What follows belongs to an exercise in optimizing a design on an open flow for small area and a short achievable clock period; a production flow would make more cautious choices.
Function was checked by simulation only, so behaviour that the tests miss may differ from the original.
Power is estimated from default activity; no workload was simulated.

==> flow/config.mk <==
export PLATFORM = sky130hd
export DESIGN_NAME = cordic_top
export DESIGN_NICKNAME = cordic_top
export VERILOG_FILES = /design/flow/design.v
export SDC_FILE = /design/flow/constraint.sdc
export NUM_CORES = 4
export LEC_CHECK = 0
export ABC_AREA = 1
export CAP_MARGIN = 20
export CORE_MARGIN = 2
export CORE_UTILIZATION = 45
export CTS_BUF_LIST = sky130_fd_sc_hd__clkbuf_8
export SETUP_SLACK_MARGIN = 1.3
export SLEW_MARGIN = 20
==> flow/constraint.sdc <==
create_clock -name core_clock -period 3.3 [get_ports {clk}]
set_input_delay 0.6600 -clock core_clock [delete_from_list [all_inputs] [get_ports {clk}]]
set_output_delay 0.6600 -clock core_clock [all_outputs]
set_load 0.01 [all_outputs]
==> flow/design.v <==
module CORDIC_pipelined (
    input clk,
    input logic signed[15:0] angle,
    output logic signed[15:0] sin, cos
);
logic [15:0] t_in;
logic [15:0] a_q;
assign t_in = a_q - 16'd1;
logic [14:0] u0_q;
logic d0_q;
logic [14:0] u1;
logic [14:0] u1_q;
logic [1:0] i1_q;    
logic [15:0] v0;
assign v0 = {1'b0, u0_q} - 16'd12867;
logic [14:0] f1;
assign f1 = v0[14:0] ^ {15{v0[15]}};
assign u1 = f1;
logic [6:0] lpos;
logic [5:0] q0;
logic [5:0] tg;
cordic_htab htab_i (.d(u1_q[14:7]), .q({lpos, q0, tg}));
logic [5:0] q0_q;
logic [5:0] tg_q;
logic c_q;
logic [6:0] lo_q, lp_q;
assign c_q = lo_q >= lp_q;
logic [1:0] iq_q;
logic [5:0] late;
assign late = {(q0_q[5] ^ (c_q & tg_q[5])), (q0_q[4] ^ (c_q & tg_q[4])), (q0_q[3] ^ (c_q & tg_q[3])), (q0_q[2] ^ (c_q & tg_q[2])), (q0_q[1] ^ (c_q & tg_q[1])), (q0_q[0] ^ (c_q & tg_q[0]))};
logic [7:0] x0_q, x1_q, x2_q;    
logic [31:0] rom_d;
logic [32:0] rc_q;
logic rn114, rn132, rn215, rn46, rn80, rn689, rn40, rn69, rn107, rn369, rn131, rn99, rn335, rn124, rn310, rn79, rn101, rn563, rn460, rn233, rn243, rn143, rn139, rn662, rn60, rn93, rn425, rn316, rn411, rn247, rn135, rn349, rn113, rn70, rn557, rn223, rn184, rn116, rn121, rn371, rn610, rn691, rn533, rn571, rn333, rn239, rn127, rn442, rn100, rn632, rn109, rn483, rn188, rn140, rn674, rn163, rn268, rn648, rn53, rn311, rn631, rn548, rn81, rn253, rn363, rn174, rn108, rn152, rn660, rn358, rn370, rn266, rn205, rn255, rn157, rn343, rn302, rn348, rn690, rn513, rn565, rn544, rn605, rn204, rn94, rn303, rn556, rn550, rn270, rn95, rn77, rn141, rn647, rn122, rn71, rn627, rn57, rn731, rn717, rn144, rn329, rn350, rn461, rn577, rn171, rn125, rn115, rn133, rn756, rn694, rn532, rn644, rn443, rn484, rn102, rn419, rn365, rn320, rn242, rn592, rn209, rn50, rn269, rn189, rn657, rn164, rn732, rn645, rn378, rn42, rn590, rn364, rn211, rn176, rn201, rn664, rn683, rn667, rn638, rn142, rn359, rn372, rn549, rn611, rn195, rn41, rn267, rn220, rn90, rn158, rn376, rn110, rn742, rn663, rn578, rn653, rn429, rn642, rn606, rn297, rn334, rn312, rn558, rn344, rn76, rn252, rn256, rn258, rn172, rn224, rn566, rn82, rn96, rn206, rn59, rn97, rn476, rn453, rn713, rn668, rn382, rn628, rn295, rn185, rn51, rn117, rn462, rn739, rn725, rn718, rn695, rn145, rn554, rn134, rn698, rn304, rn534, rn704, rn677, rn543, rn420, rn342, rn244, rn271, rn103, rn432, rn339, rn692, rn444, rn637, rn366, rn280, rn196, rn321, rn298, rn43, rn518, rn737, rn675, rn624, rn633, rn336, rn525, rn591, rn531, rn529, rn221, rn210, rn508, rn136, rn44, rn279, rn202, rn478, rn551, rn276, rn379, rn665, rn623, rn360, rn612, rn240, rn584, rn263, rn190, rn523, rn91, rn111, rn743, rn377, rn330, rn351, rn257, rn579, rn541, rn559, rn118, rn98, rn314, rn289, rn709, rn669, rn658, rn394, rn383, rn313, rn323, rn83, rn317, rn179, rn305, rn254, rn173, rn231, rn52, rn225, rn226, rn178, rn61, rn467, rn56, rn740, rn696, rn684, rn387, rn402, rn288, rn146, rn78, rn733, rn463, rn652, rn699, rn572, rn361, rn545, rn707, rn153, rn345, rn274, rn272, rn693, rn245, rn433, rn639, rn367, rn299, rn197, rn283, rn515, rn524, rn352, rn540, rn535, rn530, rn212, rn509, rn104, rn738, rn676, rn659, rn281, rn728, rn373, rn607, rn593, rn198, rn222, rn137, rn479, rn384, rn666, rn630, rn400, rn318, rn45, rn625, rn241, rn264, rn552, rn92, rn492, rn744, rn380, rn191, rn654, rn331, rn560, rn472, rn749, rn705, rn25, rn315, rn629, rn585, rn564, rn730, rn322, rn259, rn249, rn526, rn180, rn119, rn489, rn72, rn741, rn710, rn685, rn649, rn324, rn84, rn207, rn227, rn175, rn468, rn456, rn58, rn54, rn186, rn714, rn697, rn403, rn636, rn147, rn734, rn614, rn165, rn678, rn583, rn469, rn154, rn388, rn306, rn362, rn546, rn708, rn573, rn458, rn640, rn555, rn519, rn232, rn290, rn300, rn246, rn284, rn332, rn598, rn661, rn353, rn516, rn374, rn542, rn536, rn213, rn510, rn138, rn480, rn719, rn385, rn670, rn392, rn47, rn681, rn587, rn199, rn105, rn454, rn390, rn671, rn646, rn265, rn567, rn427, rn192, rn346, rn260, rn561, rn490, rn473, rn706, rn414, rn319, rn325, rn126, rn85, rn580, rn527, rn228, rn120, rn445, rn62, rn55, rn745, rn726, rn296, rn250, rn73, rn604, rn177, rn208, rn410, rn187, rn615, rn166, rn679, rn650, rn39, rn586, rn753, rn470, rn711, rn368, rn155, rn389, rn620, rn574, rn48, rn459, rn398, rn520, rn234, rn408, rn375, rn307, rn291, rn285, rn337, rn354, rn273, rn621, rn599, rn547, rn159, rn720, rn406, rn248, rn634, rn537, rn481, rn455, rn386, rn396, rn200, rn106, rn148, rn588, rn347, rn514, rn501, rn715, rn415, rn128, rn568, rn229, rn485, rn446, rn63, rn434, rn428, rn301, rn282, rn123, rn86, rn754, rn735, rn261, rn562, rn491, rn326, rn167, rn686, rn608, rn181, rn214, rn412, rn193, rn700, rn528, rn727, rn24, rn395, rn680, rn651, rn616, rn712, rn500, rn596, rn471, rn391, rn156, rn477, rn450, rn464, rn399, rn641, rn575, rn49, rn409, rn381, rn292, rn672, rn521, rn401, rn393, rn338, rn355, rn203, rn112, rn622, rn251, rn286, rn635, rn275, rn435, rn407, rn397, rn626, rn553, rn160, rn421, rn517, rn505, rn235, rn457, rn424, rn497, rn486, rn439, rn64, rn589, rn600, rn581, rn569, rn493, rn416, rn327, rn129, rn168, rn609, rn182, rn701, rn538, rn506, rn447, rn430, rn423, rn755, rn746, rn413, rn417, rn216, rn729, rn617, rn723, rn502, rn404, rn597, rn474, rn74, rn23, rn308, rn482, rn451, rn465, rn262, rn87, rn356, rn422, rn293, rn287, rn426, rn22, rn340, rn277, rn643, rn161, rn511, rn26, rn236, rn673, rn576, rn436, rn19, rn21, rn716, rn721, rn65, rn594, rn570, rn522, rn494, rn418, rn130, rn438, rn498, rn487, rn440, rn747, rn38, rn169, rn613, rn183, rn217, rn682, rn10, rn507, rn736, rn405, rn655, rn448, rn618, rn503, rn601, rn309, rn466, rn341, rn75, rn431, rn722, rn278, rn294, rn582, rn724, rn539, rn18, rn237, rn149, rn17, rn441, rn66, rn595, rn495, rn162, rn37, rn512, rn499, rn488, rn750, rn748, rn35, rn602, rn230, rn194, rn687, rn656, rn619, rn20, rn449, rn328, rn67, rn357, rn475, rn437, rn150, rn88, rn170, rn504, rn496, rn28, rn751, rn603, rn12, rn238, rn218, rn702, rn688, rn33, rn452, rn68, rn13, rn36, rn16, rn27, rn151, rn89, rn752, rn219, rn14, rn11, rn703, rn15, rn30, rn31, rn32, rn29, rn34;
assign rn132 = ~x2_q[2];
assign rn69 = ~(x2_q[2] | x2_q[1]);
assign rn131 = ~(x2_q[1] & x2_q[0]);
assign rn99 = ~(x2_q[1] | x2_q[0]);
assign rn124 = ~(x2_q[2] & x2_q[1]);
assign rn101 = x2_q[3] | ~x2_q[2];
assign rn460 = x2_q[2] | ~x2_q[1];
assign rn143 = x2_q[2] & ~x2_q[1];
assign rn139 = x2_q[0] & ~x2_q[2];
assign rn662 = x2_q[1] | ~x2_q[0];
assign rn60 = x2_q[0] & ~x2_q[1];
assign rn93 = x2_q[1] & ~x2_q[0];
assign rn425 = x2_q[0] | ~x2_q[2];
assign rn135 = x2_q[2] | x2_q[1];
assign rn70 = x2_q[0] | x2_q[3];
assign rn223 = x2_q[1] & x2_q[0];
assign rn116 = x2_q[0] & x2_q[3];
assign rn109 = x2_q[2] & ~rn131;
assign rn266 = x2_q[3] & ~rn460;
assign rn343 = x2_q[2] & ~rn662;
assign rn513 = rn132 & ~rn60;
assign rn303 = rn60 | rn93;
assign rn141 = rn132 & ~rn223;
assign rn647 = rn425 | x2_q[1];
assign rn644 = x2_q[3] ? rn132 : rn135;
assign rn114 = ~rc_q[4];
assign rn215 = ~rc_q[6];
assign rn46 = ~rc_q[5];
assign rn80 = ~rc_q[3];
assign rn689 = ~rc_q[0];
assign rn40 = ~rc_q[7];
assign rn107 = ~(rc_q[4] | rc_q[3]);
assign rn369 = ~(rc_q[2] | rc_q[3]);
assign rn335 = ~(rc_q[4] & rc_q[5]);
assign rn310 = ~(rc_q[0] | rc_q[3]);
assign rn79 = ~(rc_q[2] | rc_q[0]);
assign rn563 = rc_q[1] & ~rc_q[3];
assign rn233 = rc_q[4] & ~rc_q[5];
assign rn243 = rc_q[3] & ~rc_q[1];
assign rn316 = rc_q[4] | ~rc_q[3];
assign rn411 = rc_q[0] & ~rc_q[5];
assign rn247 = rc_q[4] | rc_q[5];
assign rn349 = rc_q[2] & rc_q[3];
assign rn113 = rc_q[2] & rc_q[0];
assign rn557 = ~rc_q[8];
assign rn184 = ~rn79;
assign rn121 = rc_q[1] | rc_q[3];
assign rn371 = ~rn563;
assign rn610 = ~rn243;
assign rn691 = ~rc_q[27];
assign rn533 = ~rn233;
assign rn571 = ~rc_q[22];
assign rn333 = rc_q[1] ? rc_q[2] : rc_q[0];
assign rn239 = ~rn349;
assign rn127 = ~rn247;
assign rn442 = ~(rn369 & rc_q[14]);
assign rn100 = ~(rc_q[8] & rc_q[4]);
assign rn632 = ~(rn107 & rc_q[13]);
assign rn483 = rn689 & ~rc_q[26];
assign rn188 = ~(rc_q[19] & rn80);
assign rn140 = ~(rc_q[27] & rn80);
assign rn674 = rn80 & ~rc_q[12];
assign rn163 = rc_q[3] & ~rc_q[8];
assign rn268 = ~(rc_q[13] & rn80);
assign rn648 = rc_q[9] & ~rc_q[8];
assign rn53 = rn114 & ~rn310;
assign rn311 = rc_q[4] & ~rn310;
assign rn631 = rc_q[12] | rn114;
assign rn548 = ~(rc_q[18] | rn247);
assign rn81 = rn79 | rn80;
assign rn253 = ~rn442;
assign rn363 = rn369 | rc_q[4];
assign rn174 = rn369 | rn114;
assign rn108 = rn107 | rc_q[5];
assign rn152 = ~(rc_q[27] | rn121);
assign rn660 = rc_q[12] | rn46;
assign rn358 = rn114 & ~rn563;
assign rn370 = rn369 | ~rn233;
assign rn205 = rc_q[22] | ~rc_q[13];
assign rn255 = rc_q[3] & ~rc_q[24];
assign rn157 = rc_q[24] & ~rc_q[23];
assign rn302 = rc_q[19] & ~rc_q[27];
assign rn348 = rn310 & ~rc_q[22];
assign rn690 = rc_q[18] & ~rn310;
assign rn565 = rn114 & ~rn243;
assign rn544 = rc_q[25] | rn114;
assign rn605 = rc_q[27] | rn80;
assign rn204 = rc_q[3] & ~rn113;
assign rn94 = rc_q[23] | rc_q[3];
assign rn556 = rc_q[16] & ~rn310;
assign rn550 = rn113 | ~rc_q[1];
assign rn270 = rn243 | rn114;
assign rn95 = rc_q[25] | rc_q[9];
assign rn77 = ~rn674;
assign rn122 = rn121 & ~rc_q[5];
assign rn71 = rc_q[12] & ~rc_q[32];
assign rn627 = rn349 & ~rc_q[8];
assign rn57 = rn80 & ~rc_q[16];
assign rn731 = rc_q[28] | ~rn233;
assign rn717 = rc_q[2] & ~rc_q[10];
assign rn144 = rc_q[22] & ~rc_q[28];
assign rn329 = rn349 | rc_q[4];
assign rn350 = rn243 | rn349;
assign rn461 = rn316 | rc_q[10];
assign rn577 = rn247 | rn80;
assign rn171 = rc_q[28] | rn114;
assign rn125 = rc_q[32] | rc_q[26];
assign rn115 = rn113 | rn114;
assign rn133 = rc_q[9] ? rc_q[0] : rc_q[14];
assign rn756 = rc_q[26] ? rc_q[0] : rn310;
assign rn694 = rc_q[28] & rc_q[26];
assign rn532 = rn333 & ~rn80;
assign rn443 = rn114 & ~rn442;
assign rn484 = ~(rn483 | rn316);
assign rn102 = rc_q[18] & ~rn100;
assign rn419 = rn127 & ~rn442;
assign rn365 = ~(rn268 & rn114);
assign rn320 = ~(rn205 & rn691);
assign rn242 = rc_q[16] & ~rn188;
assign rn592 = rn127 & ~rn140;
assign rn209 = rn674 & ~rn333;
assign rn50 = rn239 & ~rn163;
assign rn269 = rc_q[0] & ~rn268;
assign rn189 = rn188 | ~rc_q[26];
assign rn657 = rn571 & ~rn188;
assign rn164 = rn163 & ~rc_q[15];
assign rn732 = rn127 & ~rc_q[15];
assign rn645 = rc_q[18] & ~rn631;
assign rn378 = rn371 & ~rn631;
assign rn42 = rc_q[15] | rc_q[3];
assign rn590 = rn81 & ~rn533;
assign rn364 = rn363 & ~rc_q[5];
assign rn211 = ~(rn95 & rc_q[3]);
assign rn176 = rc_q[14] & ~rn81;
assign rn201 = rc_q[15] | rc_q[4];
assign rn664 = ~(rn157 & rn204);
assign rn683 = rn121 & ~rn174;
assign rn667 = rn268 | rc_q[10];
assign rn638 = ~(rn363 | rn627);
assign rn142 = ~(rn140 & rc_q[11]);
assign rn359 = rn358 & ~rc_q[9];
assign rn372 = rn371 & ~rn370;
assign rn549 = rn548 | rc_q[6];
assign rn611 = rn610 & ~rn370;
assign rn195 = rc_q[9] & ~rn157;
assign rn41 = rn205 & ~rc_q[32];
assign rn267 = rc_q[21] & ~rc_q[0];
assign rn220 = rn163 & ~rn205;
assign rn90 = rc_q[3] & ~rn205;
assign rn158 = rn80 & ~rn157;
assign rn376 = rn46 & ~rc_q[21];
assign rn110 = rn108 | rc_q[15];
assign rn742 = rn302 & ~rc_q[3];
assign rn663 = rn46 & ~rn157;
assign rn578 = ~(rn550 | rn577);
assign rn653 = ~(rn577 | rc_q[15]);
assign rn429 = ~(rn577 | rc_q[13]);
assign rn642 = ~(rn329 & rc_q[5]);
assign rn606 = rn544 | ~rn605;
assign rn297 = rn114 & ~rn204;
assign rn334 = rn94 & ~rn333;
assign rn312 = rc_q[29] | rn483;
assign rn558 = rn557 & ~rn556;
assign rn344 = rc_q[29] | rn114;
assign rn76 = rc_q[2] & ~rc_q[31];
assign rn252 = rc_q[21] | rc_q[4];
assign rn256 = rn255 | rn114;
assign rn258 = rn690 | rn205;
assign rn172 = rc_q[30] | rc_q[29];
assign rn224 = rn205 | rc_q[10];
assign rn566 = rn565 | rc_q[5];
assign rn82 = rn648 | ~rc_q[20];
assign rn96 = rn95 & ~rn94;
assign rn206 = rn204 & ~rn205;
assign rn59 = rn690 | rn483;
assign rn97 = rc_q[4] & ~rn627;
assign rn476 = rc_q[13] & ~rn94;
assign rn453 = rn348 | rc_q[4];
assign rn713 = rn557 & ~rn605;
assign rn668 = rc_q[21] | rn114;
assign rn382 = rc_q[3] & ~rc_q[11];
assign rn628 = rn114 & ~rn627;
assign rn295 = rn80 & ~rc_q[11];
assign rn185 = rn184 & ~rn94;
assign rn51 = rc_q[15] | rc_q[11];
assign rn117 = rn71 | rc_q[28];
assign rn462 = rc_q[13] & ~rn461;
assign rn739 = rn605 | rc_q[23];
assign rn725 = rc_q[31] | rc_q[3];
assign rn718 = rn717 | rn363;
assign rn695 = rn694 | ~rn53;
assign rn145 = rn144 | rn114;
assign rn554 = rn255 | rn329;
assign rn134 = rn133 | rn80;
assign rn698 = rn411 & rn329;
assign rn304 = rn80 ? rc_q[31] : rn302;
assign rn534 = rn532 | rn533;
assign rn704 = rn80 ? rc_q[11] : rn157;
assign rn677 = rc_q[3] ? rn95 : rn550;
assign rn543 = rc_q[17] & ~rc_q[21];
assign rn420 = ~(rn419 & rc_q[7]);
assign rn342 = ~(rn50 & rn188);
assign rn244 = ~(rn242 | rn243);
assign rn271 = ~(rn270 | rn269);
assign rn103 = rc_q[5] & ~rn102;
assign rn432 = rn102 & ~rn46;
assign rn339 = rn215 & ~rn419;
assign rn692 = ~(rn320 & rc_q[4]);
assign rn444 = rn443 | rc_q[5];
assign rn637 = ~(rn42 & rc_q[4]);
assign rn366 = rn365 | rn40;
assign rn280 = rc_q[3] & ~rn320;
assign rn196 = ~(rn195 | rc_q[25]);
assign rn321 = rn107 & ~rn320;
assign rn298 = ~(rn195 | rn188);
assign rn43 = ~(rn41 | rn42);
assign rn518 = rc_q[4] & ~rn657;
assign rn737 = rc_q[4] & ~rn50;
assign rn675 = rn610 & ~rn209;
assign rn624 = rc_q[5] & ~rn645;
assign rn633 = rn632 & ~rn378;
assign rn336 = ~(rn334 | rn335);
assign rn525 = rn242 | rc_q[4];
assign rn591 = rn590 & ~rn209;
assign rn531 = ~(rn82 & rn80);
assign rn529 = rc_q[16] & ~rn211;
assign rn221 = ~(rn220 | rn96);
assign rn210 = rn209 | rn114;
assign rn508 = rn50 & ~rn201;
assign rn136 = rc_q[16] & ~rn42;
assign rn44 = rn201 & ~rn107;
assign rn279 = ~(rn269 | rn256);
assign rn202 = rn201 & ~rn108;
assign rn478 = rn42 | rc_q[8];
assign rn551 = rn364 & rn550;
assign rn276 = rc_q[6] & ~rn653;
assign rn379 = rn378 | rc_q[7];
assign rn665 = rn664 & rn358;
assign rn623 = rn359 | rn215;
assign rn360 = rn359 | rn46;
assign rn612 = rn611 | rc_q[7];
assign rn240 = rn195 | rc_q[25];
assign rn584 = rn41 | rn114;
assign rn263 = rn220 | rc_q[4];
assign rn190 = rn90 | rn114;
assign rn523 = rn220 | rn114;
assign rn91 = rn90 | rc_q[4];
assign rn111 = rn110 | rn102;
assign rn743 = rn742 | rn694;
assign rn377 = rn365 | rn376;
assign rn330 = rn329 & ~rn297;
assign rn351 = rn350 & ~rn312;
assign rn257 = rn184 & ~rn256;
assign rn579 = rn578 | rn215;
assign rn541 = rc_q[32] & ~rn224;
assign rn559 = rn211 & ~rn558;
assign rn118 = rn82 & ~rn80;
assign rn98 = rn96 | ~rn97;
assign rn314 = rn172 & ~rn80;
assign rn289 = rn258 & ~rn114;
assign rn709 = rn97 & ~rn302;
assign rn669 = rn667 & ~rn668;
assign rn658 = rn657 | ~rn97;
assign rn394 = rc_q[5] & ~rn628;
assign rn383 = rn127 & ~rn382;
assign rn313 = rn311 & ~rn312;
assign rn323 = rn125 & ~rn256;
assign rn83 = rn82 & ~rn81;
assign rn317 = rn312 | rn316;
assign rn179 = rn312 | rc_q[4];
assign rn305 = rn76 | rn195;
assign rn254 = rn252 | rn253;
assign rn173 = rn171 | rn172;
assign rn231 = rn312 | rn77;
assign rn52 = rn50 | ~rn51;
assign rn225 = rn224 & rn107;
assign rn226 = rn51 & ~rn316;
assign rn178 = rn172 | rc_q[3];
assign rn61 = rn59 | rc_q[25];
assign rn467 = rn97 & rn121;
assign rn56 = rn713 | rn114;
assign rn740 = rn739 & ~rn657;
assign rn696 = rn258 & ~rn695;
assign rn684 = rc_q[3] & ~rn51;
assign rn387 = rn382 | rc_q[5];
assign rn402 = rn46 & ~rn51;
assign rn288 = rn71 | rn252;
assign rn146 = rn142 & ~rn145;
assign rn78 = rn76 | rn77;
assign rn733 = rn732 & ~rn725;
assign rn463 = rn462 | rc_q[5];
assign rn652 = rn533 | rn51;
assign rn699 = rn698 | rn429;
assign rn572 = rn571 & ~rn304;
assign rn361 = rc_q[4] & ~rn543;
assign rn545 = rn543 & ~rn544;
assign rn707 = rc_q[3] ? rn689 : rn172;
assign rn153 = ~(rn280 | rn255);
assign rn345 = rn342 & ~rn344;
assign rn274 = rn233 & ~rn244;
assign rn272 = rn271 & ~rn267;
assign rn693 = rn59 & ~rn692;
assign rn245 = rn244 & ~rc_q[10];
assign rn433 = rn432 | rc_q[6];
assign rn639 = rn637 & ~rn638;
assign rn367 = rn364 & ~rn366;
assign rn299 = rn125 & ~rn298;
assign rn197 = rc_q[3] & ~rn196;
assign rn283 = rn196 | rc_q[3];
assign rn515 = ~(rn263 | rn483);
assign rn524 = ~(rn523 | rn298);
assign rn352 = ~(rn351 | rn348);
assign rn540 = rn525 & ~rn358;
assign rn535 = rn531 & ~rn534;
assign rn530 = rn127 & ~rn529;
assign rn212 = rn211 & ~rn210;
assign rn509 = rn508 & ~rn444;
assign rn104 = ~(rn103 & rn98);
assign rn738 = rn737 | rc_q[5];
assign rn676 = rn675 | rc_q[4];
assign rn659 = ~(rn658 & rn252);
assign rn281 = rn279 & ~rn280;
assign rn728 = rn518 & ~rn529;
assign rn373 = rn633 | rn46;
assign rn607 = rn478 & ~rn606;
assign rn593 = rn592 | rn591;
assign rn198 = ~(rn231 & rc_q[4]);
assign rn222 = rn221 | rn114;
assign rn137 = rn136 | rc_q[4];
assign rn479 = rn267 | rn44;
assign rn384 = rc_q[21] & ~rn379;
assign rn666 = rc_q[5] & ~rn665;
assign rn630 = ~(rn247 & rn387);
assign rn400 = rn624 & rc_q[17];
assign rn318 = ~(rn317 & rn46);
assign rn45 = rn43 | rn44;
assign rn625 = rn624 & ~rn623;
assign rn241 = rn239 & ~rn240;
assign rn264 = rn189 & ~rn263;
assign rn552 = rn551 | rn549;
assign rn92 = rn91 | ~rn59;
assign rn492 = rn111 & ~rn370;
assign rn744 = rn743 & ~rn335;
assign rn380 = rn377 & ~rn379;
assign rn191 = rn189 & ~rn190;
assign rn654 = ~(rn276 & rn652);
assign rn331 = rc_q[5] & ~rn330;
assign rn560 = rc_q[4] & ~rn559;
assign rn472 = rn233 & ~rn118;
assign rn749 = rn518 & ~rn314;
assign rn705 = rn289 & ~rn704;
assign rn25 = rn383 & ~rc_q[6];
assign rn315 = rn313 & ~rn314;
assign rn629 = rc_q[6] & ~rn394;
assign rn585 = rn584 | rn558;
assign rn564 = rn190 | rn563;
assign rn730 = rn240 | rc_q[3];
assign rn322 = rn317 & ~rn321;
assign rn259 = rn257 & rn258;
assign rn249 = rn46 & ~rn173;
assign rn526 = rn52 & ~rn525;
assign rn180 = rn178 & ~rn179;
assign rn119 = rn117 | rn118;
assign rn489 = rn61 & ~rn91;
assign rn72 = rn118 | rn114;
assign rn741 = rn114 & ~rn740;
assign rn710 = rn709 | rn46;
assign rn685 = rn683 & ~rn684;
assign rn649 = rn118 | rn363;
assign rn324 = rn323 | rn46;
assign rn84 = rn78 & ~rn83;
assign rn207 = rn461 & rn179;
assign rn227 = rn225 | rn226;
assign rn175 = rn173 & rn174;
assign rn468 = rn467 | rn46;
assign rn456 = rn226 | rn46;
assign rn58 = rn56 | rn57;
assign rn54 = rn52 & rn53;
assign rn186 = rn226 | rn201;
assign rn714 = rn56 | rn80;
assign rn697 = rn696 | rn46;
assign rn403 = rn402 | rc_q[6];
assign rn636 = rn253 | rn387;
assign rn147 = rn146 | rn46;
assign rn734 = rn733 | rc_q[6];
assign rn614 = rc_q[4] ? rn304 : rn351;
assign rn165 = rn361 | ~rn637;
assign rn678 = rn544 & ~rn361;
assign rn583 = ~(rn153 & rn42);
assign rn469 = rn80 ? rn550 : rn305;
assign rn154 = ~(rn153 | rn113);
assign rn388 = rn387 ? rn127 : rc_q[4];
assign rn306 = rn305 ^ rn80;
assign rn362 = rn360 | rn361;
assign rn546 = rn545 | rn46;
assign rn708 = rn707 | rc_q[4];
assign rn573 = rn153 & ~rn572;
assign rn458 = rn153 & ~rn756;
assign rn640 = rc_q[5] & ~rn639;
assign rn555 = rn299 & ~rn554;
assign rn519 = rn518 & ~rn197;
assign rn232 = rn231 & ~rn197;
assign rn290 = rn289 & ~rn197;
assign rn300 = rn299 & rn297;
assign rn246 = ~(rn245 | rn241);
assign rn284 = rn283 & ~rn270;
assign rn332 = ~(rn331 & rn283);
assign rn598 = rn233 & ~rn352;
assign rn661 = rn659 & ~rn660;
assign rn353 = rn352 & ~rn107;
assign rn516 = rn515 | rn46;
assign rn374 = rn373 & ~rn372;
assign rn542 = rn541 | rn540;
assign rn536 = rn535 | rn215;
assign rn213 = rn212 | rn46;
assign rn510 = rn509 | rc_q[6];
assign rn138 = rn134 & ~rn137;
assign rn480 = rn478 & ~rn479;
assign rn719 = rn664 & ~rn198;
assign rn385 = rn384 & ~rn247;
assign rn670 = rn666 & ~rn669;
assign rn392 = rc_q[3] & ~rn373;
assign rn47 = rn46 & ~rn45;
assign rn681 = rn90 & rn676;
assign rn587 = rn241 & ~rn525;
assign rn199 = rn197 | rn198;
assign rn105 = rn92 & ~rn104;
assign rn454 = ~(rn58 | rn41);
assign rn390 = rn630 | rn394;
assign rn671 = rn666 | rn329;
assign rn646 = rn400 | rc_q[6];
assign rn265 = rn264 | rn46;
assign rn567 = rn564 & ~rn566;
assign rn427 = rn730 & ~rn731;
assign rn192 = rn191 | rn46;
assign rn346 = rn322 & ~rn345;
assign rn260 = rn254 & ~rn259;
assign rn561 = rn560 | rn46;
assign rn490 = rn98 & ~rn489;
assign rn473 = rn472 | rc_q[6];
assign rn706 = rn705 | rc_q[5];
assign rn414 = rn46 & ~rn685;
assign rn319 = rn318 | rn315;
assign rn325 = rn322 & ~rn324;
assign rn126 = rn125 & ~rn119;
assign rn85 = rc_q[4] & ~rn84;
assign rn580 = rn579 | rn249;
assign rn527 = rn526 | rn46;
assign rn228 = rn222 & ~rn227;
assign rn120 = rn119 | rn115;
assign rn445 = rn72 | rn57;
assign rn62 = rn61 & ~rn58;
assign rn55 = rc_q[5] & ~rn54;
assign rn745 = rn744 | rn741;
assign rn726 = rn725 & ~rn186;
assign rn296 = rn72 | rn295;
assign rn250 = rn249 | rc_q[6];
assign rn73 = rn71 | rn72;
assign rn604 = ~(rn583 & rn114);
assign rn177 = rn176 | rn175;
assign rn208 = rn206 | rn207;
assign rn410 = rn697 | rn693;
assign rn187 = rn185 | rn186;
assign rn615 = rn46 & ~rn614;
assign rn166 = rn165 & ~rn164;
assign rn679 = rn677 & ~rn678;
assign rn650 = rn165 & ~rn349;
assign rn39 = rn629 ^ rc_q[7];
assign rn586 = rn583 & ~rn585;
assign rn753 = rn114 & ~rn469;
assign rn470 = rn469 & ~rn257;
assign rn711 = rn708 & ~rn710;
assign rn368 = rn362 & ~rn367;
assign rn155 = rn154 | rn114;
assign rn389 = rn388 | rc_q[6];
assign rn620 = rn362 | rn215;
assign rn574 = rn127 & ~rn573;
assign rn48 = rn233 & ~rn458;
assign rn459 = rn458 | rn114;
assign rn398 = rn636 & ~rn640;
assign rn520 = rn364 & ~rn519;
assign rn234 = rn233 & ~rn232;
assign rn408 = ~(rn670 | rn663);
assign rn375 = ~(rn374 & rc_q[7]);
assign rn307 = rc_q[4] ? rn304 : rn306;
assign rn291 = rn288 & ~rn290;
assign rn285 = rn202 & ~rn284;
assign rn337 = rn332 & ~rn336;
assign rn354 = rn46 & ~rn353;
assign rn273 = ~(rn272 | rn265);
assign rn621 = rn374 & ~rn549;
assign rn599 = rn598 | rn40;
assign rn547 = rn542 & ~rn546;
assign rn159 = rn138 & ~rn158;
assign rn720 = rn718 & ~rn719;
assign rn406 = rn661 | rn630;
assign rn248 = rn246 | rn247;
assign rn634 = rn215 & ~rn392;
assign rn537 = rn536 | rn530;
assign rn481 = rn480 | rn46;
assign rn455 = rn453 & ~rn454;
assign rn386 = rn385 | rn215;
assign rn396 = rn642 | rn392;
assign rn200 = rn199 | ~rn140;
assign rn106 = rc_q[6] & ~rn105;
assign rn148 = rn147 | rn138;
assign rn588 = rn587 | rn46;
assign rn347 = rc_q[5] & ~rn346;
assign rn514 = rn199 | rc_q[30];
assign rn501 = rn105 | rc_q[6];
assign rn715 = rn706 & ~rn714;
assign rn415 = rn414 & ~rn384;
assign rn128 = rn127 & ~rn126;
assign rn568 = rn567 | rn215;
assign rn229 = rc_q[5] & ~rn228;
assign rn485 = rn120 & ~rn484;
assign rn446 = rn445 & ~rn444;
assign rn63 = rn62 | ~rn55;
assign rn434 = rn738 & ~rn745;
assign rn428 = rn427 | rn215;
assign rn301 = rn296 & ~rn300;
assign rn282 = rn281 | rn265;
assign rn123 = rn120 | ~rn122;
assign rn86 = rn55 & ~rn85;
assign rn754 = rn445 & ~rc_q[5];
assign rn735 = rn734 | rn427;
assign rn261 = rn260 | rn46;
assign rn562 = rn561 | rn555;
assign rn491 = rn490 | rn46;
assign rn326 = rn325 | rn215;
assign rn167 = ~(rn166 | rn108);
assign rn686 = rn414 | rc_q[6];
assign rn608 = rn604 & ~rn607;
assign rn181 = rn177 & ~rn180;
assign rn214 = rn208 & ~rn213;
assign rn412 = rn410 & ~rn411;
assign rn193 = rn187 & ~rn192;
assign rn700 = rn410 & ~rn699;
assign rn528 = rn527 | rn524;
assign rn727 = rn726 | rn46;
assign rn24 = rn215 ? rn383 : rn385;
assign rn395 = ~(rn389 | rn394);
assign rn680 = rn676 & ~rn679;
assign rn651 = rn649 & ~rn650;
assign rn616 = rn615 | rn40;
assign rn712 = rn706 & ~rn711;
assign rn500 = rn444 | rn166;
assign rn596 = rn207 | rn753;
assign rn471 = rn470 | rn468;
assign rn391 = rn390 & ~rn389;
assign rn156 = rn155 | rn152;
assign rn477 = rn155 | rn476;
assign rn450 = rn48 | ~rn276;
assign rn464 = rn459 & ~rn463;
assign rn399 = rn215 & ~rn398;
assign rn641 = rn247 & ~rn398;
assign rn575 = rn574 | rc_q[6];
assign rn49 = rn47 | rn48;
assign rn409 = rn215 & ~rn408;
assign rn381 = rn375 & ~rn380;
assign rn292 = rc_q[5] & ~rn291;
assign rn672 = rn671 & ~rn408;
assign rn521 = rn520 | rc_q[6];
assign rn401 = ~(rn386 | rn400);
assign rn393 = ~(rn386 | rn392);
assign rn338 = rn307 | rc_q[5];
assign rn355 = rc_q[6] & ~rn354;
assign rn203 = ~(rn202 & rn200);
assign rn112 = ~(rn111 & rn106);
assign rn622 = rn620 & ~rn621;
assign rn251 = rn248 & ~rn250;
assign rn286 = rn285 | rn215;
assign rn635 = rn390 & ~rn634;
assign rn275 = rn274 | rn273;
assign rn435 = ~(rn433 | rn434);
assign rn407 = rn406 & ~rn386;
assign rn397 = rn396 & ~rn386;
assign rn626 = rn625 | rn621;
assign rn553 = rn552 | rn547;
assign rn160 = rn159 | rn46;
assign rn421 = rn720 | rn46;
assign rn517 = rn514 & ~rn516;
assign rn505 = ~(rn181 | rn108);
assign rn235 = ~(rn234 | rn214);
assign rn457 = rn456 | rn455;
assign rn424 = ~(rn749 | rn727);
assign rn497 = rn122 & ~rn485;
assign rn486 = rn376 & ~rn485;
assign rn439 = rn339 & ~rn434;
assign rn64 = rn63 & ~rc_q[6];
assign rn589 = rn588 | rn586;
assign rn600 = rn599 | rn347;
assign rn581 = rn261 & ~rn580;
assign rn569 = rn562 & ~rn568;
assign rn493 = rn491 & ~rn492;
assign rn416 = rn415 | rn215;
assign rn327 = rn319 & ~rn326;
assign rn129 = rn128 | rc_q[6];
assign rn168 = rn106 & ~rn167;
assign rn609 = rc_q[5] & ~rn608;
assign rn182 = rn46 & ~rn181;
assign rn701 = rc_q[6] & ~rn700;
assign rn538 = rn528 & ~rn537;
assign rn506 = rn229 | rn215;
assign rn447 = rn446 | rc_q[6];
assign rn430 = rn428 | rn429;
assign rn423 = ~(rn715 | rn712);
assign rn755 = rn754 | rn215;
assign rn746 = rn434 | rn215;
assign rn413 = rn412 | rc_q[6];
assign rn417 = rc_q[5] & ~rn680;
assign rn216 = rn214 | rn215;
assign rn729 = rn728 | rn727;
assign rn617 = rn337 & ~rn616;
assign rn723 = rn339 & ~rn712;
assign rn502 = rn500 & ~rn501;
assign rn404 = rn651 | rn46;
assign rn597 = rn46 & ~rn596;
assign rn474 = rn471 & ~rn473;
assign rn74 = rn467 | ~rn596;
assign rn23 = rn391 | ~rn386;
assign rn308 = rc_q[5] ? rn301 : rn307;
assign rn482 = rn477 & ~rn481;
assign rn451 = rn63 & ~rn450;
assign rn465 = rn464 | rn215;
assign rn262 = ~(rn261 & rn251);
assign rn87 = rn86 | rn49;
assign rn356 = rn355 & ~rn347;
assign rn422 = ~(rn420 & rn421);
assign rn293 = rn251 & ~rn292;
assign rn287 = rn282 & ~rn286;
assign rn426 = ~(rn424 & rc_q[19]);
assign rn22 = rn395 | rn393;
assign rn340 = rn338 & rn339;
assign rn277 = rn276 & ~rn275;
assign rn643 = rc_q[6] ? rn641 : rn396;
assign rn161 = rn156 & ~rn160;
assign rn511 = rn235 & ~rn510;
assign rn26 = rn215 ? rn368 : rn381;
assign rn236 = rn235 & ~rn215;
assign rn673 = rn215 ? rn406 : rn672;
assign rn576 = rn575 | rn275;
assign rn436 = rn435 | rc_q[7];
assign rn19 = rn409 | rn407;
assign rn21 = rn399 | rn397;
assign rn716 = ~(rn423 & rn339);
assign rn721 = rn421 | rn215;
assign rn65 = rn64 & ~rn49;
assign rn594 = rn589 & ~rn593;
assign rn570 = rn553 & ~rn569;
assign rn522 = rn521 | rn517;
assign rn494 = rn215 & ~rn493;
assign rn418 = ~(rn416 | rn417);
assign rn130 = rn129 | ~rn123;
assign rn438 = rn428 | rn424;
assign rn498 = rn497 | rn215;
assign rn487 = rn486 | rn215;
assign rn440 = rn439 | rn40;
assign rn747 = rn746 & ~rc_q[7];
assign rn38 = rn635 ^ rc_q[7];
assign rn169 = rn168 | rn40;
assign rn613 = rn612 | rn609;
assign rn183 = rn182 | rc_q[6];
assign rn217 = rn203 & ~rn216;
assign rn682 = rn417 & ~rn681;
assign rn10 = rc_q[7] ? rn622 : rn626;
assign rn507 = rn506 | rn505;
assign rn736 = rn729 & ~rn735;
assign rn405 = rn404 & ~rn403;
assign rn655 = rn404 & ~rn654;
assign rn448 = rn74 & ~rn46;
assign rn618 = rn617 | rn215;
assign rn503 = rn502 | rn40;
assign rn601 = rn600 | rn597;
assign rn309 = rn308 | rc_q[6];
assign rn466 = rn457 & ~rn465;
assign rn341 = ~(rn340 & rn337);
assign rn75 = rc_q[5] ? rn74 : rn73;
assign rn431 = rn426 & ~rn430;
assign rn722 = ~(rn721 & rn716);
assign rn278 = rn262 & ~rn277;
assign rn294 = rn293 | rn287;
assign rn582 = rn576 & ~rn581;
assign rn724 = rn721 & ~rn723;
assign rn539 = rn522 & ~rn538;
assign rn18 = rn413 & ~rn418;
assign rn237 = rn236 | rn40;
assign rn149 = rn148 & ~rn130;
assign rn17 = rn386 ? rn422 : rn423;
assign rn441 = rn438 & ~rn440;
assign rn66 = rn65 | rn40;
assign rn595 = rn594 | rc_q[7];
assign rn495 = rn494 | rc_q[7];
assign rn162 = rn161 | rn130;
assign rn37 = rn643 ^ rn40;
assign rn512 = rn507 & ~rn511;
assign rn499 = rn498 | rn161;
assign rn488 = rn487 | rn482;
assign rn750 = rn736 & ~rn424;
assign rn748 = rn747 & ~rn736;
assign rn35 = rn673 ^ rn40;
assign rn602 = ~(rn601 & rn215);
assign rn230 = rn229 | rn183;
assign rn194 = rn193 | rn183;
assign rn687 = rn686 | rn682;
assign rn656 = rn646 & ~rn655;
assign rn619 = rn613 & ~rn618;
assign rn20 = rn405 | rn401;
assign rn449 = rn447 | rn448;
assign rn328 = rn309 & ~rn327;
assign rn67 = rn755 | rn448;
assign rn357 = rn341 & ~rn356;
assign rn475 = rn474 | rn466;
assign rn437 = rn436 | rn431;
assign rn150 = rn112 & ~rn149;
assign rn88 = rc_q[6] ? rn75 : rn87;
assign rn170 = rn162 & ~rn169;
assign rn504 = rn499 & ~rn503;
assign rn496 = rn488 & ~rn495;
assign rn28 = rc_q[7] ? rn278 : rn294;
assign rn751 = rn746 & ~rn750;
assign rn603 = rn595 & ~rn602;
assign rn12 = rn40 ? rn570 : rn582;
assign rn238 = rn230 & ~rn237;
assign rn218 = rn194 & ~rn217;
assign rn702 = rn687 & ~rn701;
assign rn688 = rn417 & ~rn687;
assign rn33 = rc_q[7] ? rn722 : rn724;
assign rn452 = rn449 & ~rn451;
assign rn68 = rn67 & ~rn66;
assign rn13 = rc_q[7] ? rn512 : rn539;
assign rn36 = rn656 ^ rc_q[7];
assign rn16 = rn437 & ~rn441;
assign rn27 = rn40 ? rn328 : rn357;
assign rn151 = rn40 & ~rn150;
assign rn89 = rn40 & ~rn88;
assign rn752 = rc_q[7] & ~rn751;
assign rn219 = rn40 & ~rn218;
assign rn14 = rn504 | rn496;
assign rn11 = rn619 | rn603;
assign rn703 = rn702 ^ rn40;
assign rn15 = rc_q[7] ? rn452 : rn475;
assign rn30 = rn170 | rn151;
assign rn31 = rn89 | rn68;
assign rn32 = rn752 | rn748;
assign rn29 = rn238 | rn219;
assign rn34 = rn703 | rn688;
assign rom_d = {rn40, rn40, rn39, rn38, rn37, rn36, rn35, rn34, rn33, rn32, rn31, rn30, rn29, rn28, rn27, rn26, rn25, rn24, rn23, rn22, rn21, rn20, rn19, rn18, rn17, rn16, rn15, rn14, rn13, rn12, rn11, rn10};
always_ff @(posedge clk) begin
    a_q <= angle;
    u0_q <= t_in[14:0] ^ {15{t_in[15]}};
    d0_q <= ~t_in[15];
    u1_q <= u1;
    i1_q <= {d0_q, v0[15]};
    q0_q <= q0;
    tg_q <= tg;
    lo_q <= u1_q[6:0];
    lp_q <= lpos;
    iq_q <= i1_q;
    x0_q <= {iq_q, late};
    x1_q <= x0_q;
    x2_q <= x1_q;
    rc_q[0] <= x2_q[0];
    rc_q[1] <= x2_q[1];
    rc_q[2] <= x2_q[2];
    rc_q[3] <= x2_q[3];
    rc_q[4] <= x2_q[4];
    rc_q[5] <= x2_q[5];
    rc_q[6] <= x2_q[6];
    rc_q[7] <= x2_q[7];
    rc_q[8] <= rn99;
    rc_q[9] <= rn132;
    rc_q[10] <= rn223;
    rc_q[11] <= rn141;
    rc_q[12] <= rn69;
    rc_q[13] <= rn460;
    rc_q[14] <= rn131;
    rc_q[15] <= rn109;
    rc_q[16] <= rn135;
    rc_q[17] <= rn644;
    rc_q[18] <= rn101;
    rc_q[19] <= rn425;
    rc_q[20] <= rn647;
    rc_q[21] <= rn266;
    rc_q[22] <= rn143;
    rc_q[23] <= rn93;
    rc_q[24] <= rn662;
    rc_q[25] <= rn60;
    rc_q[26] <= rn124;
    rc_q[27] <= rn139;
    rc_q[28] <= rn116;
    rc_q[29] <= rn343;
    rc_q[30] <= rn513;
    rc_q[31] <= rn303;
    rc_q[32] <= rn70;
    {sin, cos} <= rom_d;
end
endmodule
module cordic_htab(d, q);
  input [7:0] d;
  wire [7:0] d;
  output [18:0] q;
  wire [18:0] q;
  wire _0_;
  wire _10_;
  wire _11_;
  wire _12_;
  wire _13_;
  wire _14_;
  wire _15_;
  wire _16_;
  wire _17_;
  wire _18_;
  wire _19_;
  wire _1_;
  wire _20_;
  wire _21_;
  wire _22_;
  wire _23_;
  wire _24_;
  wire _25_;
  wire _26_;
  wire _27_;
  wire _28_;
  wire _29_;
  wire _2_;
  wire _30_;
  wire _31_;
  wire _32_;
  wire _33_;
  wire _34_;
  wire _35_;
  wire _36_;
  wire _37_;
  wire _38_;
  wire _39_;
  wire _3_;
  wire _40_;
  wire _41_;
  wire _42_;
  wire _43_;
  wire _44_;
  wire _45_;
  wire _46_;
  wire _47_;
  wire _48_;
  wire _49_;
  wire _4_;
  wire _50_;
  wire _51_;
  wire _52_;
  wire _53_;
  wire _54_;
  wire _55_;
  wire _56_;
  wire _57_;
  wire _58_;
  wire _59_;
  wire _5_;
  wire _60_;
  wire _61_;
  wire _62_;
  wire _63_;
  wire _64_;
  wire _65_;
  wire _66_;
  wire _67_;
  wire _68_;
  wire _69_;
  wire _6_;
  wire _70_;
  wire _71_;
  wire _72_;
  wire _73_;
  wire _74_;
  wire _7_;
  wire _8_;
  wire _9_;
  assign _23_ = ~d[5];
  assign _22_ = ~_47_;
  assign q[0] = _25_ | _28_;
  assign _21_ = _30_ & ~(_23_);
  assign q[11] = _34_ & ~(_21_);
  assign _20_ = q[11] & _29_;
  assign _19_ = _20_ | _24_;
  assign _18_ = d[6] & d[5];
  assign _17_ = _18_ & ~(_47_);
  assign _16_ = _17_ | d[7];
  assign _15_ = d[1] & ~(_16_);
  assign q[6] = _15_ ^ _19_;
  assign q[1] = q[0] & ~(q[6]);
  assign _14_ = ~(_42_ | _46_);
  assign _13_ = ~(_14_ & q[1]);
  assign q[4] = _22_ & ~(_13_);
  assign q[5] = q[4] & ~(_23_);
  assign q[18] = _24_ & ~(q[5]);
  assign _12_ = _21_ | _37_;
  assign q[16] = q[18] & ~(_12_);
  assign _11_ = d[2] & ~(d[1]);
  assign _10_ = ~(_11_ | _47_);
  assign _9_ = _28_ & ~(_10_);
  assign _8_ = _9_ | ~(_13_);
  assign _7_ = _47_ & ~(_23_);
  assign _6_ = _8_ & ~(_7_);
  assign q[15] = _37_ ? d[5] : _6_;
  assign _5_ = d[3] & ~(_41_);
  assign _4_ = _5_ | d[4];
  assign _3_ = ~(_5_ | _40_);
  assign _2_ = _11_ & ~(_47_);
  assign _1_ = ~(_2_ | _3_);
  assign _0_ = ~(_1_ | d[1]);
  assign _74_ = _22_ & ~(_0_);
  assign _73_ = _4_ & ~(_74_);
  assign _72_ = _28_ & ~(_73_);
  assign _71_ = ~(_34_ | _42_);
  assign _70_ = ~(_71_ | _29_);
  assign _69_ = ~(_70_ & _1_);
  assign _68_ = d[4] & ~(_40_);
  assign _67_ = _68_ | _38_;
  assign _66_ = _69_ & ~(_67_);
  assign q[14] = _66_ | _72_;
  assign _65_ = _70_ ^ _1_;
  assign q[13] = q[0] & ~(_65_);
  assign _64_ = _23_ & ~(_47_);
  assign _63_ = _14_ & ~(_64_);
  assign q[12] = q[1] & ~(_63_);
  assign _62_ = ~(d[6] & d[1]);
  assign _61_ = _62_ & ~(d[2]);
  assign _60_ = _61_ | _16_;
  assign _59_ = _60_ | ~(_13_);
  assign _58_ = _22_ & ~(_59_);
  assign _57_ = _58_ | _23_;
  assign _56_ = _64_ & ~(_59_);
  assign _55_ = _56_ | d[7];
  assign q[10] = _57_ & ~(_55_);
  assign _54_ = _59_ | ~(d[3]);
  assign _53_ = d[4] | d[7];
  assign _52_ = _54_ & ~(_53_);
  assign q[9] = _52_ | _58_;
  assign _51_ = ~(d[3] | d[7]);
  assign q[8] = _59_ ? _51_ : d[3];
  assign _50_ = q[1] & ~(_14_);
  assign _49_ = _42_ & ~(q[11]);
  assign _48_ = ~(_49_ | _59_);
  assign q[7] = _48_ | _50_;
  assign q[3] = d[3] & ~(_13_);
  assign q[2] = ~_13_;
  assign _47_ = ~(d[3] & d[4]);
  assign _46_ = ~(d[2] | d[1]);
  assign _45_ = _46_ | _47_;
  assign _44_ = d[0] | d[7];
  assign _43_ = d[6] & ~(_44_);
  assign _42_ = d[2] & d[1];
  assign _41_ = d[5] & ~(_42_);
  assign _40_ = _41_ & ~(d[3]);
  assign _39_ = _40_ & ~(d[4]);
  assign _38_ = _39_ | ~(_43_);
  assign _37_ = _45_ & ~(_38_);
  assign _36_ = _37_ & ~(d[5]);
  assign _35_ = ~(d[0] | d[5]);
  assign _34_ = ~(d[6] | d[7]);
  assign _33_ = d[0] ^ d[5];
  assign _32_ = ~(d[2] | d[0]);
  assign _31_ = _32_ | _45_;
  assign _30_ = d[2] & ~(_47_);
  assign _29_ = _33_ ? _31_ : _30_;
  assign _28_ = _34_ & ~(_29_);
  assign _27_ = _28_ & ~(_35_);
  assign q[17] = _27_ | _36_;
  assign _26_ = d[5] & ~(_45_);
  assign _25_ = _43_ & ~(_26_);
  assign _24_ = _25_ | _27_;
endmodule
module cordic_top (
    input  logic clk,
    input  logic signed[15:0] angle,
    output logic signed[15:0] sin, cos
);
    CORDIC_pipelined dut_basic(
        .clk(clk),
        .angle(angle),
        .sin(sin),
        .cos(cos)
    );
endmodule
==> flow/flow/run.sh <==
#!/bin/bash
# The standard layout (standard.sh: the standard flow's synthesis and ORFS flow, unchanged), except:
# - the port buffers ORFS puts on every input and output are plain buffers
#   (sky130_fd_sc_hd__buf_1) instead of the delay buffer buffer_ports picks by default;
# - clock tree synthesis gets ORFS's usual arguments plus -dont_use_dummy_load, so it
#   adds no load-only inverters to the clock tree.
set -euo pipefail
export BUFFER_PORTS_ARGS="-buffer_cell sky130_fd_sc_hd__buf_1"
export CTS_ARGS="-sink_clustering_enable -repair_clock_nets -buf_list sky130_fd_sc_hd__clkbuf_8 -dont_use_dummy_load"
bash standard.sh > standard.log 2>&1
==> flow/standard.sh <==
#!/bin/bash
# synth_recipe.tcl (not shown) runs the flow's synth.tcl, then flattens the netlist and writes it again
# the make line also repeats each setting of config.mk as NAME=value (left out here)
make -C /OpenROAD-flow-scripts/flow DESIGN_CONFIG=/design/flow/config.mk WORK_HOME=/design/flow/orfs CLKGATE_MAP_FILE= SYNTH_SCRIPT=/design/flow/synth_recipe.tcl "${@:-finish}"
==> results of run 1 <==
==> area by class of cell <==
cell class | instances | area, µm² | share of cell area
Inverter | 117 | 441.7 | 0.05025
Sequential cell | 165 | 3337 | 0.3796
Timing Repair Buffer | 75 | 409.1 | 0.04655
Tap cell | 225 | 281.5 | 0.03203
Clock buffer | 17 | 234.0 | 0.02662
Multi-Input combinational cell | 730 | 4086 | 0.4649
==> power by group through the flow <==
stage	logic [W]	registers (W)	clock network (W)
global route	0.00615	0.00343	0.00118
finish	0.00567	0.00337	0.00107
floorplan	0.00337	0.00313	0
global placement	0.00520	0.00336	0
detailed placement	0.00504	0.00336	0
CTS	0.00514	0.00331	0.00111
==> cell families after synthesis <==
family          Yosys count  synth area share
simple gates            454            0.2469
compound gates          195            0.1450
flops                   165            0.4211
buf+inv                 154           0.08024
xor+xnor                 61           0.07481
fa+ha+maj                20           0.03190
==> synth_stat cells (10+ instances only) <==
library cell | count | area (µm²)
nand3_1 | 65 | 325.3
o211ai_1 | 21 | 157.7
a31oi_1 | 13 | 81.33
xor2_1 | 42 | 367.9
clkbuf_1 | 13 | 48.80
xnor2_1 | 12 | 105.1
dfxtp_1 | 165 | 3303
nor2_1 | 87 | 326.6
a21oi_1 | 39 | 195.2
nand2_1 | 249 | 934.7
nor3_1 | 20 | 100.1
buf_2 | 12 | 60.06
nand4_1 | 10 | 62.56
o21ai_0 | 87 | 435.4
inv_1 | 114 | 427.9
ha_1 | 20 | 250.2
==> path summary, 6_finish.rpt <==
| check | cells after the start | start | slack, ns | end |
|---|---|---|---|---|
| max | 9 | dut_basic.rc_q[23] | 1.31 | dut_basic.cos[1] |
| min | 1 | angle[2] | 0.29 | dut_basic.a_q[2] |
| max reg2reg | 9 | dut_basic.rc_q[23] | 1.31 | dut_basic.cos[1] |
| min reg2reg | 0 | dut_basic.x1_q[4] | 0.31 | dut_basic.x2_q[4] |
==> stage by stage <==
| step | util | worst slack (ns) | std cells | power [W] |
|---|---|---|---|---|
| after floorplan | - | 1.469 | 1049 | 0.006503 |
| after global placement | 0.4790 | 0.7269 | 1300 | 0.008565 |
| after detailed placement | 0.4790 | 0.7755 | 1300 | 0.008395 |
| after CTS | 0.4953 | 1.245 | 1319 | 0.009557 |
| after global routing | 0.5117 | 1.229 | 1329 | 0.01075 |
| final | 0.5117 | 1.305 | 1329 | 0.01011 |
==> flip-flops by register name (all words and copies together) (netlist names) <==
register	count
dut_basic.a_q	16
dut_basic.x0_q	8
dut_basic.sin	15
dut_basic.d0_q	1
dut_basic.u1_q	15
dut_basic.i1_q	2
dut_basic.q0_q	6
dut_basic.lp_q	7
dut_basic.x2_q	8
dut_basic.x1_q	8
dut_basic.rc_q	33
dut_basic.lo_q	7
dut_basic.u0_q	15
dut_basic.iq_q	2
dut_basic.tg_q	6
dut_basic.cos	16
==> worst register-to-register path, cell delays in order, from the launching register on <==
cell and delay (ns):
dfxtp_1 0.38, inv_1 0.08, nand2_2 0.19, nand2_4 0.15, nand2_1 0.24, nand2_1 0.18, a21boi_0 0.36, nand3_1 0.12
nand3_1 0.10, o21ai_0 0.08
==> routing by layer <==
metal  share of wire  vias up  routed length (µm)  GRT usage
met2            0.47      413               12580     0.4939
li1                -     3516                   -          -
met4           0.073        0                1962     0.1985
met1            0.38     3455               10100     0.3482
met3           0.085      129                2277    0.07084
met5               0        -                   0          0
==> timing repair <==
action | 4_1_cts | 5_1_grt
setup buffers | 2 | 10
setup endpoints to repair | 40 | 31
gates resized for setup | 18 | 71
pin swaps | 1 | 12
==> cell usage in the layout, fill, tap and decap left out, drive strengths merged, types with 3 or more instances in the layout <==
| cell type | n |
|---|---|
| nand2 | 255 |
| nor2 | 95 |
| a21oi | 39 |
| dfxtp | 165 |
| buf | 75 |
| o22ai | 5 |
| nand3 | 68 |
| xnor2 | 12 |
| inv | 116 |
| xor2 | 49 |
| nor4 | 3 |
| o211ai | 21 |
| nor3 | 20 |
| o21ai | 94 |
| nand4 | 10 |
| o31ai | 4 |
| a31oi | 14 |
| clkbuf | 17 |
| o21bai | 3 |
| ha | 20 |
==> impl_metrics.toml, run 1 <==
[run_status]
status = "finished clean"

[power_and_ir_drop]
power_leakage_nw = 4.085
power_density_mw_per_mm2 = 1150
vdd_drop_max_mv = 0.4894
internal_power_w = 0.004927
share_comb_of_total_power = 0.561
p_clk_frac = 0.106
p_sw_frac = 0.5127
power.switching_w = 0.005183
seqPwrFrac = 0.333

[cts]
clk-insertion-delay-late_ns = 0.46
cts_buffers = 17
cts_tree = "done"
h-tree-depth = 4
ctsHoldBuffers = 0
cts_root_buf = "clkbuf_8"
clkSinkCount = 165
clock_path_buffers = 2
path_clk_slew_ns = 0.09

[sta]
max_freq_mhz = 501.3
slew_headroom = 0.5028
timing.hold.ws_ns = 0.2860
fin_skew_ns = 0.03356
finalSetupViolations = 0
rsz0062_at_grt = "true"
finalSetupTns_ns = 0
fin_crit_sh = 0.6045
final.min_clock_period_ns = 1.995
hold_viol_final = 0
worst_pin_slew_ns = 0.7408
final-max-slew-violation-count = 0

[final_layout]
finalInstanceArea_mm2 = 0.008790
syn_to_final_growth_pct = 12.06
diodes = 0
drive_above_1_share = 0.1168
fill_cells = 1803
nNetsFinal = 1143

[setup_path]
critPathMaxStageDelay_ns = 0.38
worstPathBufferInverterCount = 1
crit_path_cell_trace = "inv_1 > nand2_2 > nand2_4 > nand2_1 > nand2_1 > a21boi_0 > nand3_1 > nand3_1 > o21ai_0"
required_ns = 3.62
cp_data_arrival_time_ns = 2.31
crit_type = "reg -> reg"
cp_max_fo = 5
cp_slowest_cell = "dfxtp_1"
crit_path_end_kind = "flip-flop"
cp-start-kind = "flip-flop"
crit_family = "simple AND/OR/NAND/NOR gates"

[routing]
via_count = 7513
drt_iter0_drc = 801
ant_nets = 0
via_per_inst = 5.653
post_drt_wl_per_cell_um = 20.25
drc = 0
drtPass1Iterations = 6
drt-total-wl_mm = 26.91

[placed_design]
hpwl_mm = 20.53
numPortBuffers = 48
place_area_mm2 = 0.008228
gp_congestion = 1.117

[synthesis]
ys_async_sr_fraction = 0
synth_fp_nets = 1086
seq_area_frac_synth = 0.4211
postSynthCellCount = 1049
syn_area_per_cell_um2 = 7.477
synth_area_mm2 = 0.007844
synth_warnings = 1
ys_types = 50
synth-seq-cells = 165
synth_ff_type = "dfxtp_1"
synth_enable_flop_cells = 0

[grt]
grt_max_degree = 50
grtUsageTotal = 0.3003
grt_pass1_vias = 7035
antenna_found_initial = 0
grt_overflow = 0
grt_pass1_wl_mm = 40.75

[floorplanning]
die-width_um = 136.0
die_y_um = 136.0
fp-row-count = 48
start_util = 0.4567
core_area_mm2 = 0.01718
ioPinCount = 49
die_area_mm2 = 0.01850

[flow_run]
maxCapViolations = 0

[min_path]
hold_path_class = "in -> reg"
==> run 2: changes to the inputs <==
--- a/flow/config.mk
+++ b/flow/config.mk
@@ -11,4 +11,4 @@
 export CORE_UTILIZATION = 45
 export CTS_BUF_LIST = sky130_fd_sc_hd__clkbuf_8
-export SETUP_SLACK_MARGIN = 1.3
+export SETUP_SLACK_MARGIN = 1.4
 export SLEW_MARGIN = 20
==> run 2 against run 1 <==
  * Non-clock buffer count grew 12
  * Utilization increased by 1.6 points
  * Combinational power increased by 6.7%
  * Setup slack gained 0.095 ns
  * Sequential share of layout area shrank 1.1 points
  * Largest cell class unchanged
==> impl_metrics.toml, run 2 <==
[floorplanning]
die-width_um = 136.0
fp-row-count = 48
core_area_mm2 = 0.01718
die_area_mm2 = 0.01850
ioPinCount = 49
die_y_um = 136.0
start_util = 0.4567

[final_layout]
utilization = 0.5275
nNetsFinal = 1155
largest-register = "dut_basic.rc_q"
diodes = 0
final_cells = 1341
layout_common_cells = "227 x nand2_1, 149 x dfxtp_1, 106 x inv_1, 70 x nor2_1, 70 x o21ai_0"
multiInputGateArea_mm2 = 0.004227
regArea_mm2 = 0.003341
syn_to_final_growth_pct = 15.52
largest_reg_flops = 33
fill_cells = 1780
drive_above_1_share = 0.1514
layout_commonest_cell = "nand2_1"

[synthesis]
yosys.cell_count.top_type = "nand2_1"
synth_enable_flop_cells = 0
muxShareOfSynthArea = 0
synth_top_area_frac = 0.4211
synth_area_leader_cell = "dfxtp_1"
seq_area_frac_synth = 0.4211
ys_async_sr_fraction = 0
synth_commonest_cells = "249 x nand2_1, 165 x dfxtp_1, 114 x inv_1, 87 x nor2_1, 87 x o21ai_0"
ys_types = 50
synthTopCellsByArea = "dfxtp_1 42%, nand2_1 12%, o21ai_0 5.6%, inv_1 5.5%, xor2_1 4.7%"
postSynthCellCount = 1049
synth_fa_ha_area_frac = 0.03190
synth_compound_area_frac = 0.1450
synth-seq-cells = 165
synth_ff_type = "dfxtp_1"
synth_top_family_by_area = "simple AND/OR/NAND/NOR gates"
synth_xor_area_frac = 0.07481
syn_area_per_cell_um2 = 7.477
synth_area_mm2 = 0.007844
synth_warnings = 1
yosys.area_share.simple = 0.2469
synth_fp_nets = 1086

[flow_run]
maxCapViolations = 0

[setup_path]
r2r-start = "dut_basic.rc_q[22]"
regToRegSetupSlack_ns = 1.40
crit_path_end_kind = "flip-flop"
required_ns = 3.64
cp_data_arrival_time_ns = 2.24
crit_type = "reg -> reg"
cp_max_fo = 5
cp-start-kind = "flip-flop"
worstSetupStartpoint = "dut_basic.rc_q[22]"

[run_status]
status = "finished clean"

[sta]
hold_viol_final = 0
finalSetupTns_ns = 0
worst_pin_slew_ns = 0.7009
fin_skew_ns = 0.03243
rsz0062_at_grt = "true"
finalSetupViolations = 0
max_freq_mhz = 526.5
fin_crit_sh = 0.5755
final-max-slew-violation-count = 0
final.min_clock_period_ns = 1.899
slew_headroom = 0.5296

[power_and_ir_drop]
internal_power_w = 0.005140
vdd_drop_max_mv = 0.5071
share_comb_of_total_power = 0.576
seqPwrFrac = 0.322
p_clk_frac = 0.102
power_density_mw_per_mm2 = 1158
power.switching_w = 0.005352
power_leakage_nw = 4.165
p_sw_frac = 0.5101

[cts]
path_clk_slew_ns = 0.09
cts_tree = "done"
cts_root_buf = "clkbuf_8"
clock_path_buffers = 2
clk-insertion-delay-late_ns = 0.45
ctsHoldBuffers = 0
clkSinkCount = 165
h-tree-depth = 4
cts_buffers = 17

[routing]
drt-total-wl_mm = 27.21
ant_nets = 0
post_drt_wl_per_cell_um = 20.29
via_per_inst = 5.629
drc = 0
drtPass1Iterations = 9
via_count = 7549
drt_iter0_drc = 747

[grt]
grt_max_degree = 50
grt_pass1_vias = 7012
grtUsageTotal = 0.3021
grt_overflow = 0
grt_pass1_wl_mm = 40.99
antenna_found_initial = 0

[placed_design]
gp_congestion = 1.117
numPortBuffers = 48
place_inst = 1300
hpwl_mm = 20.53

[min_path]
hp-start = "angle[2]"
hold_path_class = "in -> reg"
==> run 2: cell types whose count changed in the layout (fill, tap and decap cells not counted), sizes merged <==
cell,before,now
buf,75,87
==> run 2: cell families (layout without fill, tap and decap cells) <==
group                      count (synthesis)  count (layout)
and+or+nand+nor                          454             454
AOI/OAI and AO/OA                        195             195
DFF                                      165             165
buffers and inverters                    154             221
xor gates and xnor gates                  61              61
adders and majority gates                 20              20
==> run 2: critical path: stages, from the launching register on <==
cell and delay [ns]:
dfxtp_1 0.55, inv_1 0.16, nand2_1 0.16, nor2_1 0.08
inv_1 0.21, nand3_1 0.11, a31oi_1 0.15, o21ai_0 0.13
nand3_1 0.15, o21ai_0 0.10
==> run 2: worst paths after layout <==
path,to,cells past startpoint
max,dut_basic.cos[2],9
min,dut_basic.a_q[2],1
max reg2reg,dut_basic.cos[2],9
min reg2reg,dut_basic.x2_q[4],0
==> run 2: cell type report <==
type / count / share of cell area
multi-input cells: 730 / 0.4664
well taps: 225 / 0.03107
repair buffers: 87 / 0.05869
flip-flops and latches: 165 / 0.3687
inverters: 117 / 0.04930
clock buffers: 17 / 0.02582
==> run 2: routing by layer <==
layer / wire [µm] / vias to the layer above / global-route usage / part of all wire
met4: 2185 / 0 / 0.1962 / 0.080
met3: 2115 / 142 / 0.06488 / 0.078
met1: 10220 / 3418 / 0.3584 / 0.38
met2: 12690 / 446 / 0.4933 / 0.47
met5: 0 / - / 0 / 0
li1: - / 3543 / - / -
==> run 2: power by group through the flow <==
stage / registers, W / clock network (W) / logic [W]
floorplan: 0.00313 / 0 / 0.00337
global placement: 0.00336 / 0 / 0.00520
detailed placement: 0.00336 / 0 / 0.00504
CTS: 0.00332 / 0.00111 / 0.00524
global route: 0.00344 / 0.00118 / 0.00653
finish: 0.00338 / 0.00107 / 0.00605
==> run 2: through the flow <==
stage | power, W | instance area [µm²] | setup WS (ns) | hold WS [ns]
after floorplan | 0.006503 | 7844 | 1.469 | 0.3096
after global placement | 0.008565 | 8228 | 0.7269 | 0.3102
after detailed placement | 0.008395 | 8228 | 0.7755 | 0.3121
after CTS | 0.009669 | 8600 | 1.383 | 0.2634
after global routing | 0.01115 | 9061 | 1.355 | 0.2539
final | 0.01049 | 9061 | 1.401 | 0.2894
==> run 2: timing repair <==
action | in CTS | in global routing
pin swaps | 2 | 20
cloned | 0 | 0
setup endpoints to repair | 44 | 45
resized for setup | 39 | 107
buffers inserted | 5 | 19

afterwards: timing with drivers on the ports:
The flow's constraints put no driver on any port. The routed layouts listed below were extracted and timed again, unchanged, in two steps. Step 1 assumes that a clkbuf_16 drives the clock port and a buf_2 every other input. Step 2 also shifts input and output timing later by t, the mid clock arrival at the registers, as if the neighbouring blocks saw the same clock. Slacks: ideal ports / drivers / drivers and shift; pairs: ideal ports / drivers.
| run | t, ns | setup slack, ns | slew at the worst register clock pin (ns) |
|---|---|---|---|
| run 1 | 0.480 | 1.305 / 1.305 / 1.305 | 0.09 / 0.09 |
| run 2 | 0.475 | 1.401 / 1.401 / 1.401 | 0.09 / 0.09 |
After both steps every run listed still meets setup and hold.
